What follows belongs to an exercise in optimizing a design on an open flow for small area and a short achievable clock period; a production flow would make more cautious choices. RTL that was checked went through simulation tests only; none was proved equivalent to the original. No activity file was given, so power comes from the tool's default toggle rates.

== run 1 ==
Design alu_instrmem_top, start of the top module:
module alu_instrmem_top(input clk,
        input reset,
        output [7:0] imem_addr,
        input [15:0] imem_data,
        output [9:0] dmem_addr,
        output [15:0] dmem_wdata,
        output dmem_we,
        input [15:0] dmem_rdata,
        output logic ovf_ctrl,
        output logic take_branch
    );
clock: 10.0 ns
lec_check: 0
cap_margin: 20
core_margin: 2
core_utilization: 40
setup_slack_margin: 4
slew_margin: 20
tns_end_percent: 0
standard.sh (not shown) runs the stock make flow with config.mk's settings and CLKGATE_MAP_FILE= SYNTH_SCRIPT=/design/flow/synth_recipe.tcl, a recipe that flattens the netlist after the stock synthesis.
==> flow/flow/run.sh <==
#!/bin/bash
# Own layout flow: the standard synthesis, then the standard ORFS layout
# with port buffers that start at the smallest buffer (timing repair upsizes
# the ones that matter), a clock tree built from mid-size clock buffers
# without dummy loads, and setup repair by cell sizing and pin swaps only
# (no inserted buffers or cloned gates). Each step's full output goes to a
# log file here.
set -euo pipefail
bash standard.sh synth > synth.log 2>&1
bash standard.sh \
  "BUFFER_PORTS_ARGS=-buffer_cell sky130_fd_sc_hd__buf_1" \
  "CTS_ARGS=-sink_clustering_enable -repair_clock_nets -dont_use_dummy_load -buf_list {sky130_fd_sc_hd__clkbuf_4 sky130_fd_sc_hd__clkbuf_8}" \
  "SETUP_MOVE_SEQUENCE=unbuffer,sizeup,swap" \
  finish > layout.log 2>&1
Setup changes, run 1 to run 2
--- a/flow/flow/run.sh
+++ b/flow/flow/run.sh
@@ -4,5 +4,3 @@
 # the ones that matter), a clock tree built from mid-size clock buffers
-# without dummy loads, and setup repair by cell sizing and pin swaps only
-# (no inserted buffers or cloned gates). Each step's full output goes to a
-# log file here.
+# without dummy loads. Each step's full output goes to a log file here.
 set -euo pipefail
@@ -12,3 +10,2 @@
   "CTS_ARGS=-sink_clustering_enable -repair_clock_nets -dont_use_dummy_load -buf_list {sky130_fd_sc_hd__clkbuf_4 sky130_fd_sc_hd__clkbuf_8}" \
-  "SETUP_MOVE_SEQUENCE=unbuffer,sizeup,swap" \
   finish > layout.log 2>&1
Notes after the runs:
- On run 2: area growth from synthesis to layout is 6.0 points higher than what run 1 gave.
- For maximum clock insertion buffer count, run 2 and run 1 come out practically identical.
- Compared to run 1, run 2 has final cycle utilization of the critical path 2.4 points lower.
- Run 2 vs. run 1: final-layout non-clock buffer area share went up 4.4 points; design area went up 5.4%; power consumed by the clock network held.
## Diff of input files: run 3 against run 2
- SETUP_SLACK_MARGIN now 5, was 4
==> notes.md <==
Any difference in non-filler instance count after layout between run 2 and run 3 is small enough to ignore. [compare] base=run 2 new=run 3: inserted tap cell count stayed essentially flat, combinational gate power stayed essentially flat, critical path depth stayed essentially flat. Buffer count excluding the clock tree in the final layout came out exactly the same in run 3 and run 2. From run 2 to run 3, placed wire-length estimate did not move at all. Run 3 -> run 2: number of antenna repair diodes delta 0, exact match. Final-report max-slew violation count came out exactly the same in run 3 and run 2. Die height: run 3 vs run 2 identical. Changes observed in run 3 relative to run 2: design area barely changed, number of global-route vias before repair essentially unchanged.
Function was not checked in any run of this note: the RTL went through the layout flow alone.

---

alu_instrmem_top, a different RTL version from the one above (not shown whole).
Size: ~970 cells after synthesis, about 71 I/O pins.
export LEC_CHECK = 0
export CAP_MARGIN = 20
export CORE_MARGIN = 2
export CORE_UTILIZATION = 40
export SETUP_SLACK_MARGIN = 4
export SLEW_MARGIN = 20
export TNS_END_PERCENT = 0
create_clock -name core_clock -period 10.0 [get_ports {clk}]
==> flow/flow/run.sh <==
#!/bin/bash
# Own layout flow: the standard synthesis, then the standard ORFS layout
# with port buffers that start at the smallest buffer (timing repair upsizes
# the ones that matter), a clock tree built from mid-size clock buffers
# without dummy loads, and setup repair by cell sizing and pin swaps only
# (no inserted buffers or cloned gates). Each step's full output goes to a
# log file here.
set -euo pipefail
bash standard.sh synth > synth.log 2>&1
bash standard.sh \
  "BUFFER_PORTS_ARGS=-buffer_cell sky130_fd_sc_hd__buf_1" \
  "CTS_ARGS=-sink_clustering_enable -repair_clock_nets -dont_use_dummy_load -sink_clustering_size 30 -sink_clustering_max_diameter 100 -buf_list {sky130_fd_sc_hd__clkbuf_4 sky130_fd_sc_hd__clkbuf_8}" \
  "SETUP_MOVE_SEQUENCE=unbuffer,sizeup,swap" \
  finish > layout.log 2>&1
The baseline went through all stages and came out clean.
Edit:
--- a/flow/flow/run.sh
+++ b/flow/flow/run.sh
@@ -10,5 +10,5 @@
 bash standard.sh \
   "BUFFER_PORTS_ARGS=-buffer_cell sky130_fd_sc_hd__buf_1" \
-  "CTS_ARGS=-sink_clustering_enable -repair_clock_nets -dont_use_dummy_load -sink_clustering_size 30 -sink_clustering_max_diameter 100 -buf_list {sky130_fd_sc_hd__clkbuf_4 sky130_fd_sc_hd__clkbuf_8}" \
+  "CTS_ARGS=-sink_clustering_enable -repair_clock_nets -dont_use_dummy_load -buf_list {sky130_fd_sc_hd__clkbuf_4 sky130_fd_sc_hd__clkbuf_8}" \
   "SETUP_MOVE_SEQUENCE=unbuffer,sizeup,swap" \
   finish > layout.log 2>&1
ABC_AREA = 1   (was default)
What happened:
- The new run ran to the end with no violations
- combinational power went down by 22%
- global-route usage increases by 2.2 points
- die area came out higher by 8.0%
- total power fell by 11%
- final cell count is higher by 37%
- via count goes up by 19%
- clock skew is higher by 0.019 ns
- fmax grows by 13%
- synthesized cell count came out higher by 45%
- cell area rose by 8.2%
Edit:
==> flow/flow/run.sh (replaced) <==
#!/bin/bash
# Own layout flow: the standard synthesis, then the standard ORFS layout
# with port buffers that start at the smallest buffer (timing repair upsizes
# the ones that matter), a clock tree built from mid-size clock buffers
# without dummy loads, and setup repair by cell sizing pin swaps and buffering
# (no cloned gates). Each step's full output goes to a
# log file here.
set -euo pipefail
bash standard.sh synth > synth.log 2>&1
bash standard.sh \
  "BUFFER_PORTS_ARGS=-buffer_cell sky130_fd_sc_hd__buf_1" \
  "CTS_ARGS=-sink_clustering_enable -repair_clock_nets -dont_use_dummy_load -buf_list {sky130_fd_sc_hd__clkbuf_4 sky130_fd_sc_hd__clkbuf_8}" \
  "SETUP_MOVE_SEQUENCE=unbuffer,sizeup,swap,buffer" \
  finish > layout.log 2>&1
ABC_AREA = default   (was 1)
SYNTH_HIERARCHICAL = 1   (was default)
SYNTH_MINIMUM_KEEP_SIZE = 0   (was default)
The new run went through all stages and came out clean.
Flip-flop and latch count does not change.
Global-route usage shrinks by 1.6 points.
Sequential share of layout area rose by 4.1 points.
Setup slack degrades by 0.64 ns.
Edit:
==> flow/flow/run.sh (replaced) <==
#!/bin/bash
# Own layout flow: the standard synthesis, then the standard ORFS layout
# with port buffers that start at the smallest buffer (timing repair upsizes
# the ones that matter), a clock tree built from mid-size clock buffers
# without dummy loads, and setup repair by cell sizing and pin swaps only
# (no inserted buffers or cloned gates), and nets of more than 10 pins buffered before that. Each step's full output goes to a
# log file here.
set -euo pipefail
bash standard.sh synth > synth.log 2>&1
bash standard.sh \
  "BUFFER_PORTS_ARGS=-buffer_cell sky130_fd_sc_hd__buf_1" \
  "CTS_ARGS=-sink_clustering_enable -repair_clock_nets -dont_use_dummy_load -buf_list {sky130_fd_sc_hd__clkbuf_4 sky130_fd_sc_hd__clkbuf_8}" \
  "SETUP_MOVE_SEQUENCE=unbuffer,sizeup,swap" \
  "PRE_RESIZE_TCL=$PWD/flow/fanout.tcl" \
  finish > layout.log 2>&1
==> flow/flow/fanout.tcl (new file) <==
# Sourced before the placement-stage repair_design: nets driving more than
# 10 pins get buffered, which keeps the register-select nets fast.
set_max_fanout 10 [current_design]
ABC_AREA = 1   (was default)
SYNTH_HIERARCHICAL = default   (was 1)
SYNTH_MINIMUM_KEEP_SIZE = default   (was 0)
Outcome:
- final cell count went up by 48%
- maximum frequency came out higher by about 4.5%
- clock skew fell by 0.0049 ns
- worst setup slack improves by 0.31 ns

## afterwards: timing with drivers on the ports
Ports are ideal in the flow. The routed layouts listed here were re-timed in OpenROAD.
Step 1: set_driving_cell puts a clkbuf_16 on clk and a buf_2 on each other input, an assumption about the parent block.
Step 2 also shifts input and output timing later by t, the mid clock arrival at the registers, as if the neighbouring blocks saw the same clock.
Three values: no drivers, after step 1, after step 2; two values: the first two.
run | t (ns) | setup slack, ns | worst slew at a driven data input, ns | pins driven straight from the clock port
run 1 | 0.486 | 2.137 / 2.117 / 2.117 | 0.05 | 1
run 2 | 0.488 | 2.381 / 2.350 / 2.350 | 0.07 | 1
run 3 | 0.488 | 2.381 / 2.350 / 2.350 | 0.07 | 1
the first run of note 2 | 0.483 | 2.595 / 2.527 / 2.527 | 0.09 | 1
the second run of note 2 | 0.481 | 3.428 / 3.367 / 3.367 | 0.06 | 1
the third run of note 2 | 0.495 | 2.786 / 2.754 / 2.754 | 0.07 | 1
the fourth run of note 2 | 0.487 | 3.095 / 3.063 / 2.953 | 0.04 | 1
After both steps every run listed still meets setup and hold. The setup slack of the fourth run of note 2, which loses most, moves by -0.032 ns with the drivers and by -0.142 ns with both steps.
